What follows belongs to an exercise in optimizing a design on an open flow for small area, a short achievable clock period and few clock cycles per item; a production flow would make more cautious choices. Where RTL was checked, it was by simulation tests only, not by an equivalence proof against the original.

violet:
Design MUL, start of the top module:
module MUL #(
    parameter WIDTH = 32
) (
    input  [ 0:0] clk,
    input  [ 0:0] rst,
    input  [ 0:0] start,
    input  [31:0] a,
    input  [31:0] b,
    output [63:0] res,
    output [ 0:0] finish
);
Size in the first run: roughly 1200 cells after synthesis, about 0.011 mm^2 of cells after synthesis.
make LEC_CHECK=0 CAP_MARGIN=20 CORE_MARGIN=2 CORE_UTILIZATION=40 CTS_BUF_LIST=sky130_fd_sc_hd__clkbuf_8 SETUP_SLACK_MARGIN=1.3 SLEW_MARGIN=20 finish   # period 4.0 ns
run.sh (not shown) runs the stock make flow with config.mk's settings and CLKGATE_MAP_FILE= SYNTH_SCRIPT=/design/flow/synth_recipe.tcl, a recipe that flattens the netlist after the stock synthesis.
Testbench counts of violet, summed over its fixed seeds: cycles 5,376, items 768.
The inputs of raven differ from those of violet as listed below.
# violet
export LEC_CHECK = 0
export CAP_MARGIN = 20
export CORE_MARGIN = 2
export CORE_UTILIZATION = 40
export CTS_BUF_LIST = sky130_fd_sc_hd__clkbuf_8
export SETUP_SLACK_MARGIN = 1.3
export SLEW_MARGIN = 20
create_clock -name core_clock -period 4.0 [get_ports {clk}]
# raven
export LEC_CHECK = 0
export CAP_MARGIN = 20
export CORE_MARGIN = 2
export CORE_UTILIZATION = 40
export SETUP_SLACK_MARGIN = 0.9
export SLEW_MARGIN = 20
create_clock -name core_clock -period 4.0 [get_ports {clk}]
==> comparison <==
Total routed wire length on the met1 layer: higher on raven
raven completed every stage of the flow, and the final layout passed the timing, DRC and antenna checks.
Looking at vias per cell, raven sits about 0.7% above violet.
raven does worse than violet on shortest clock period the worst path allows after layout.
Sort raven and violet by number of global-route vias before repair asc -> top: raven
Wire length of the first global-routing pass: higher on raven

Starting RTL as in the previous note.
export LEC_CHECK = 0
export CAP_MARGIN = 20
export CORE_MARGIN = 2
export CORE_UTILIZATION = 40
export CTS_BUF_LIST = sky130_fd_sc_hd__clkbuf_8
export SETUP_SLACK_MARGIN = 1.6
export SLEW_MARGIN = 20
create_clock -name core_clock -period 4.0 [get_ports {clk}]
The first run completed without violations.
Testbench counts at the start, summed over its fixed seeds: cycles 5,376, items 768.
Edit:
Settings changed: CTS_BUF_LIST sky130_fd_sc_hd__clkbuf_8 to default, SETUP_SLACK_MARGIN 1.6 to 1.2.
Outcome: First-iteration DRC count is higher by about 30%. Setup slack loses 190 ps. Hold slack got worse by 4.2 ps. Via count falls by 5.4%.

== job 6093 ==
Another version of the RTL of MUL (not shown whole).
Size: ~1,200 cells after synthesis, roughly 160 flip-flops, ~130 I/O pins, ~12,000 um^2 of cells after synthesis.
Settings: LEC_CHECK=0, CAP_MARGIN=20, CORE_MARGIN=2, CORE_UTILIZATION=40, SETUP_SLACK_MARGIN=1.45, SLEW_MARGIN=20; clock period 4.0 ns.
Testbench counts of job 6093, summed over its fixed seeds: cycles 5,376, items 768.
#### Input delta (job 4661 over job 6093)
Settings: CTS_BUF_LIST: unset -> sky130_fd_sc_hd__clkbuf_8 sky130_fd_sc_hd__clkbuf_16.
Notes after the runs:
For post-route met1 wirelength, job 4661 and job 6093 come out practically identical. Re global-route usage: no difference whatsoever between job 6093 and job 4661. Job 6093 → job 4661: remaining antenna violation count level, sequential cell area share level. Across job 4661 and job 6093, none had a timing, DRC or antenna violation.
### job 4661 -> job 2652
Settings: a change of CTS_BUF_LIST from sky130_fd_sc_hd__clkbuf_8 sky130_fd_sc_hd__clkbuf_16 to sky130_fd_sc_hd__clkbuf_8; a change of CORE_UTILIZATION from 40 to 50.
## What came out
- Every run (job 2652 and job 4661) finished clean.
- The via count reported for job 2652 is higher than the one for job 4661.
- Of job 2652 and job 4661, job 2652 shows the higher signal arrival time at the worst endpoint, with job 4661 below it.
- Comparing job 2652 and job 4661, the higher pre-CTS setup slack was measured on job 4661.
- Against job 4661, job 2652 comes in about 2.7% lower on non-clock buffer count.
The following lists how job 2470 was set up differently from job 2652:
Settings: changing SETUP_SLACK_MARGIN from 1.45 to 1.4; changing CORE_UTILIZATION from 50 to 40.
Findings:
- The number of gates resized after CTS in job 2470 is 0.71 times that in job 2652.
- Final design instance area without fill on job 2470 is behind job 2652.
- Compared job 2470 vs job 2652, and share of cells above drive strength 1 is down in job 2470.
- [compare] base=job 2652 new=job 2470: worst slack after detailed placement went up by 0.030 ns, worst hold slack increased 0.0075 ns, data arrival time at the worst-slack endpoint went up 0.07 ns, setup slack decreased 0.044 ns.
- Note that the full die area recorded for job 2470 amounts to 1.2 times the value seen in job 2652.
- Sort job 2470 and job 2652 by horizontal extent of the die, descending, and job 2470 comes first.
- Critical path depth sits lower in job 2470 than in job 2652.
- Compare job 2470 and job 2652 | shortest clock period the worst path allows after layout higher: job 2470

run 1:
Another version of the RTL of MUL (not shown whole).
For scale: about 160 flip-flops, about 130 I/O pins.
make LEC_CHECK=0 CAP_MARGIN=20 CORE_MARGIN=2 CORE_UTILIZATION=40 CTS_BUF_LIST=sky130_fd_sc_hd__clkbuf_8 SETUP_SLACK_MARGIN=1.4 SLEW_MARGIN=20 finish   # period 4.0 ns
Run 1: PASS, flow complete, no timing, DRC or antenna violations
Changes in run 2 relative to run 1:
-- flow/config.mk --
<<< run 1, line 10
export CORE_UTILIZATION = 40
export CTS_BUF_LIST = sky130_fd_sc_hd__clkbuf_8
export SETUP_SLACK_MARGIN = 1.4
export SLEW_MARGIN = 20
>>> run 2, line 10
export CORE_UTILIZATION = 40
export CTS_BUF_LIST = sky130_fd_sc_hd__clkbuf_8
export SETUP_SLACK_MARGIN = 1.7
export SLEW_MARGIN = 20
Notes after the runs:
Diff run 1..run 2 | floorplan die width | unchanged
Run 1 → run 2: post-detailed-routing wire length rose by 2.4%, tap cell count was more or less identical.
Delta (run 2 minus run 1): number of max-slew violations in the final report level; detailed-placement wirelength estimate moved up; initial antenna violation count moved down; clock period minus final worst setup slack level; worst hold slack moved up.
The clock tree buffer count of the final layout was comparable across run 2 and run 1.
Diff run 1..run 2 | setup slack of the critical path after layout | negligible
For run 3, these inputs were changed with respect to run 2:
-- flow/config.mk --
<<< run 2, line 10
export CORE_UTILIZATION = 40
export CTS_BUF_LIST = sky130_fd_sc_hd__clkbuf_8
export SETUP_SLACK_MARGIN = 1.7
export SLEW_MARGIN = 20
>>> run 3, line 10
export CORE_UTILIZATION = 40
export CTS_BUF_LIST = sky130_fd_sc_hd__clkbuf_8
export SETUP_SLACK_MARGIN = 1.2
export SLEW_MARGIN = 20
==> run summary <==
- Run 3 was carried through to the last stage, and its layout satisfied the timing, DRC and antenna checks.
- Run 3 vs. run 2: count of buffers added by post-CTS timing repair for setup shows a reduction of 7, final area lost about 9%.
- s_q[9]$_DFF_P_ as the launch point of the worst path was reported by run 2, and s_q[4]$_DFF_P_ by run 3.
No run of this note included a check of the RTL's function; only the layout flow was run.

run A:
MUL with an RTL version that a note above also has.
Size in the first run: ~1200 cells after synthesis, ~130 I/O pins.
==> flow/config.mk <==
export PLATFORM = sky130hd
export DESIGN_NAME = MUL
export DESIGN_NICKNAME = MUL
export VERILOG_FILES = /design/flow/design.v
export SDC_FILE = /design/flow/constraint.sdc
export NUM_CORES = 4
export LEC_CHECK = 0
export CAP_MARGIN = 20
export CORE_MARGIN = 2
export CORE_UTILIZATION = 45
export CTS_BUF_LIST = sky130_fd_sc_hd__clkbuf_8
export SETUP_SLACK_MARGIN = 1.45
export SLEW_MARGIN = 20
==> flow/constraint.sdc <==
create_clock -name core_clock -period 4.0 [get_ports {clk}]
set_input_delay 0.8000 -clock core_clock [delete_from_list [all_inputs] [get_ports {clk}]]
set_output_delay 0.8000 -clock core_clock [all_outputs]
set_load 0.01 [all_outputs]
Run A finished every step from synthesis to the final layout, and the layout passed the timing, DRC and antenna checks.
Testbench counts of run A, summed over its fixed seeds: cycles 5,376, items 768.
> inputs changed (run A -> run B)
- swapping 1.45 for 1.4 in SETUP_SLACK_MARGIN
- swapping 45 for 40 in CORE_UTILIZATION
==> comparison <==
Run B | status: complete | timing, DRC, antenna: pass. [compare] base=run A new=run B: final clock period utilization by the worst path comparable; total track usage now smaller; worst hold slack saw a decrease. Wire: run B routes less than run A. Comparing the two runs side by side, run B comes out behind run A on setup clock skew after layout. Run B ended up with a[5] as its critical path launch point; run A ended up with two_q[0].
[inputs] run C vs run B
- changing SLEW_MARGIN from 20 to 0
- changing CAP_MARGIN from 20 to 0
--- outcome ---
From run B to run C, area fraction of clock buffers and clock inverters did not move at all. Run B -> run C: sequential share of layout area delta 0, exact match. Run C against run B: area of the core was more or less identical; number of tap instances roughly the same. As far as total routed wirelength goes, run B and run C are indistinguishable; the numbers are identical. As far as clock sink count goes, run B and run C are indistinguishable; the numbers are identical. As far as final cell utilization of the core goes, run C and run B are indistinguishable; the numbers are identical. In terms of minimum hold slack, run C and run B differ only marginally.
#### Input delta (run D over run C)
- SLEW_MARGIN: 0 -> 20
- PLACE_DENSITY: unset -> 0.7
- CORE_UTILIZATION: 40 -> 50
- CAP_MARGIN: 0 -> 20
Findings:
- The lower core area of run C and run D is in run D.
- Between run C and run D, the difference in proportion of cell area occupied by registers is negligible.
- Diff run C -> run D: data arrival time at the worst-slack endpoint went up 0.10 ns; cell area went down; initial cell density of the core went up 9.8 points.
- On area enclosed by the die boundary, run D does better than run C.
- End point of the critical path: c_q[2] -> run C, c_q[7] -> run D
- Setup slack after layout was higher in run C than in run D.

MUL, a different RTL version from the one above (not shown whole).
Size: about 160 flip-flops, about 130 I/O pins, about 12,000 um2 of cells after synthesis.
## MUL
module MUL #(
    parameter WIDTH = 32
) (
    input  [ 0:0] clk,
    input  [ 0:0] rst,
    input  [ 0:0] start,
    input  [31:0] a,
    input  [31:0] b,
    output [63:0] res,
    output [ 0:0] finish
);
make LEC_CHECK=0 CAP_MARGIN=20 CORE_MARGIN=2 CORE_UTILIZATION=40 SETUP_SLACK_MARGIN=2.0 SLEW_MARGIN=20 finish   # period 4.0 ns
The starting point completed with no timing, DRC or antenna violations.
Next try:
--- a/flow/config.mk
+++ b/flow/config.mk
@@ -11 +11 @@
-export SETUP_SLACK_MARGIN = 2.0
+export SETUP_SLACK_MARGIN = 1.5
What happened:
- non-clock buffer count came out lower by 15
- worst setup slack barely changes
- via count came out lower by 2.8%
- flip-flop and latch count does not change
- final area came out lower by 2.9%
- global-route usage came out lower by 0.41 points
No functional check of the RTL was part of any run of this note.

== v6 ==
MUL with an RTL version that a note above also has.
Size: roughly 160 flip-flops, ~130 I/O pins, ~12000 sq um of cells after synthesis.
Settings: LEC_CHECK=0, CAP_MARGIN=20, CORE_MARGIN=2, CORE_UTILIZATION=40, CTS_BUF_LIST=sky130_fd_sc_hd__clkbuf_8, SETUP_SLACK_MARGIN=1.45, SLEW_MARGIN=20; clock period 4.0 ns.
Testbench counts of v6, summed over its fixed seeds: cycles 5,376, items 768.
For v2, these inputs were changed with respect to v6:
# v6
export LEC_CHECK = 0
export CAP_MARGIN = 20
export CORE_MARGIN = 2
export CORE_UTILIZATION = 40
export CTS_BUF_LIST = sky130_fd_sc_hd__clkbuf_8
export SETUP_SLACK_MARGIN = 1.45
export SLEW_MARGIN = 20
create_clock -name core_clock -period 4.0 [get_ports {clk}]
# v2
export LEC_CHECK = 0
export CAP_MARGIN = 20
export CORE_MARGIN = 2
export CORE_UTILIZATION = 50
export CTS_BUF_LIST = sky130_fd_sc_hd__clkbuf_8
export SETUP_SLACK_MARGIN = 1.5
export SLEW_MARGIN = 20
create_clock -name core_clock -period 4.0 [get_ports {clk}]
### Flow results
Re remaining max-slew budget at the tightest pin: v6 and v2 aren't equal, and the lower value belongs to v2.
Having completed the whole flow, v2 delivered a layout that passed the timing, DRC and antenna checks.
Total met3 wirelength after detailed routing: v2 vs v6 up about 14%
v2: die area about 20% below v6
Delta (v2 minus v6): final cell count saw a decrease.
Vias after detailed routing grows slightly when moving from v6 to v2.
v2 vs v6 — portion of the clock cycle consumed by the worst path in the final layout rose 0.25 points.
Re hold violation count in the final report: no difference whatsoever between v6 and v2.
v2 vs v6: required time at the worst-slack endpoint down in v2
Summary: with v6 as the reference, maximum number of pins on one net before global-route repair in v2 moved down by more than a quarter.
What v55 does differently from v2 at the input level:
# v2
export LEC_CHECK = 0
export CAP_MARGIN = 20
export CORE_MARGIN = 2
export CORE_UTILIZATION = 50
export CTS_BUF_LIST = sky130_fd_sc_hd__clkbuf_8
export SETUP_SLACK_MARGIN = 1.5
export SLEW_MARGIN = 20
create_clock -name core_clock -period 4.0 [get_ports {clk}]
# v55
export LEC_CHECK = 0
export CAP_MARGIN = 20
export CORE_MARGIN = 2
export CORE_UTILIZATION = 40
export CTS_BUF_LIST = sky130_fd_sc_hd__clkbuf_8
export SETUP_SLACK_MARGIN = 1.5
export SLEW_MARGIN = 20
create_clock -name core_clock -period 4.0 [get_ports {clk}]
## What came out
- Portion of the layout cell area used by clock cells of v2 is on par with v55.
- [compare] base=v2 new=v55: number of fill cells in the layout saw an increase.
- Per the comparison of v55 with v2, routability congestion estimate went up; core area went up; final setup slack of the worst path went up; area added between synthesis and finish went down.
## Diff of input files: v51 against v55
# v55
export LEC_CHECK = 0
export CAP_MARGIN = 20
export CORE_MARGIN = 2
export CORE_UTILIZATION = 40
export CTS_BUF_LIST = sky130_fd_sc_hd__clkbuf_8
export SETUP_SLACK_MARGIN = 1.5
export SLEW_MARGIN = 20
create_clock -name core_clock -period 4.0 [get_ports {clk}]
# v51
export LEC_CHECK = 0
export CAP_MARGIN = 20
export CORE_MARGIN = 2
export CORE_UTILIZATION = 40
export CTS_BUF_LIST = sky130_fd_sc_hd__clkbuf_8
export SETUP_SLACK_MARGIN = 1.3
export SLEW_MARGIN = 20
create_clock -name core_clock -period 4.0 [get_ports {clk}]
Notes after the runs:
- v51 has via count below what v55 had.
- From v55 to v51 the numbers moved as follows: multi-input gate share of total cell area down 0.37 points; final RePlAce weighted congestion shows a reduction of 6.0%; worst setup slack went down 0.14 ns.
- v55 → v51: core utilization fell 1.1 points, average wire per cell in the routed design decreased 2.0%, global routing usage on met2 went up 0.99 points, shortest clock period the worst path allows after layout saw an increase, clock tree buffer count of the final layout stayed essentially flat.
- Relative to v55, sequential share of layout area has gone up in v51.

## v9
Another version of the RTL of MUL (not shown whole).
Size: ~160 flip-flops, roughly 130 I/O pins, ~12000 um^2 of cells after synthesis.
==> flow/design.v (excerpt) <==
module MUL #(
    parameter WIDTH = 32
) (
    input  [ 0:0] clk,
    input  [ 0:0] rst,
    input  [ 0:0] start,
    input  [31:0] a,
    input  [31:0] b,
    output [63:0] res,
    output [ 0:0] finish
);
clock: 4.0 ns
lec_check: 0
cap_margin: 20
core_margin: 2
core_utilization: 40
cts_buf_list: sky130_fd_sc_hd__clkbuf_8
setup_slack_margin: 1.55
slew_margin: 20
v9 went all the way through synthesis, placement and routing and the layout is clean on timing, DRC and antenna.
Modified inputs, v18 compared to v9
Settings: swapping 1.55 for 1.4 in SETUP_SLACK_MARGIN.
### Flow results
On first-pass GRT wire length, v9 loses to v18.
Sum of routed wire length over all layers ended up about 2.7% lower on v18 than on v9.
Register area, v18 vs v9: down slightly
Compare v18 and v9 | global-route usage higher: v9
On v18: worst hold slack is 6.7 ps higher than what v9 gave.
No functional check of the RTL was part of any run of this note.
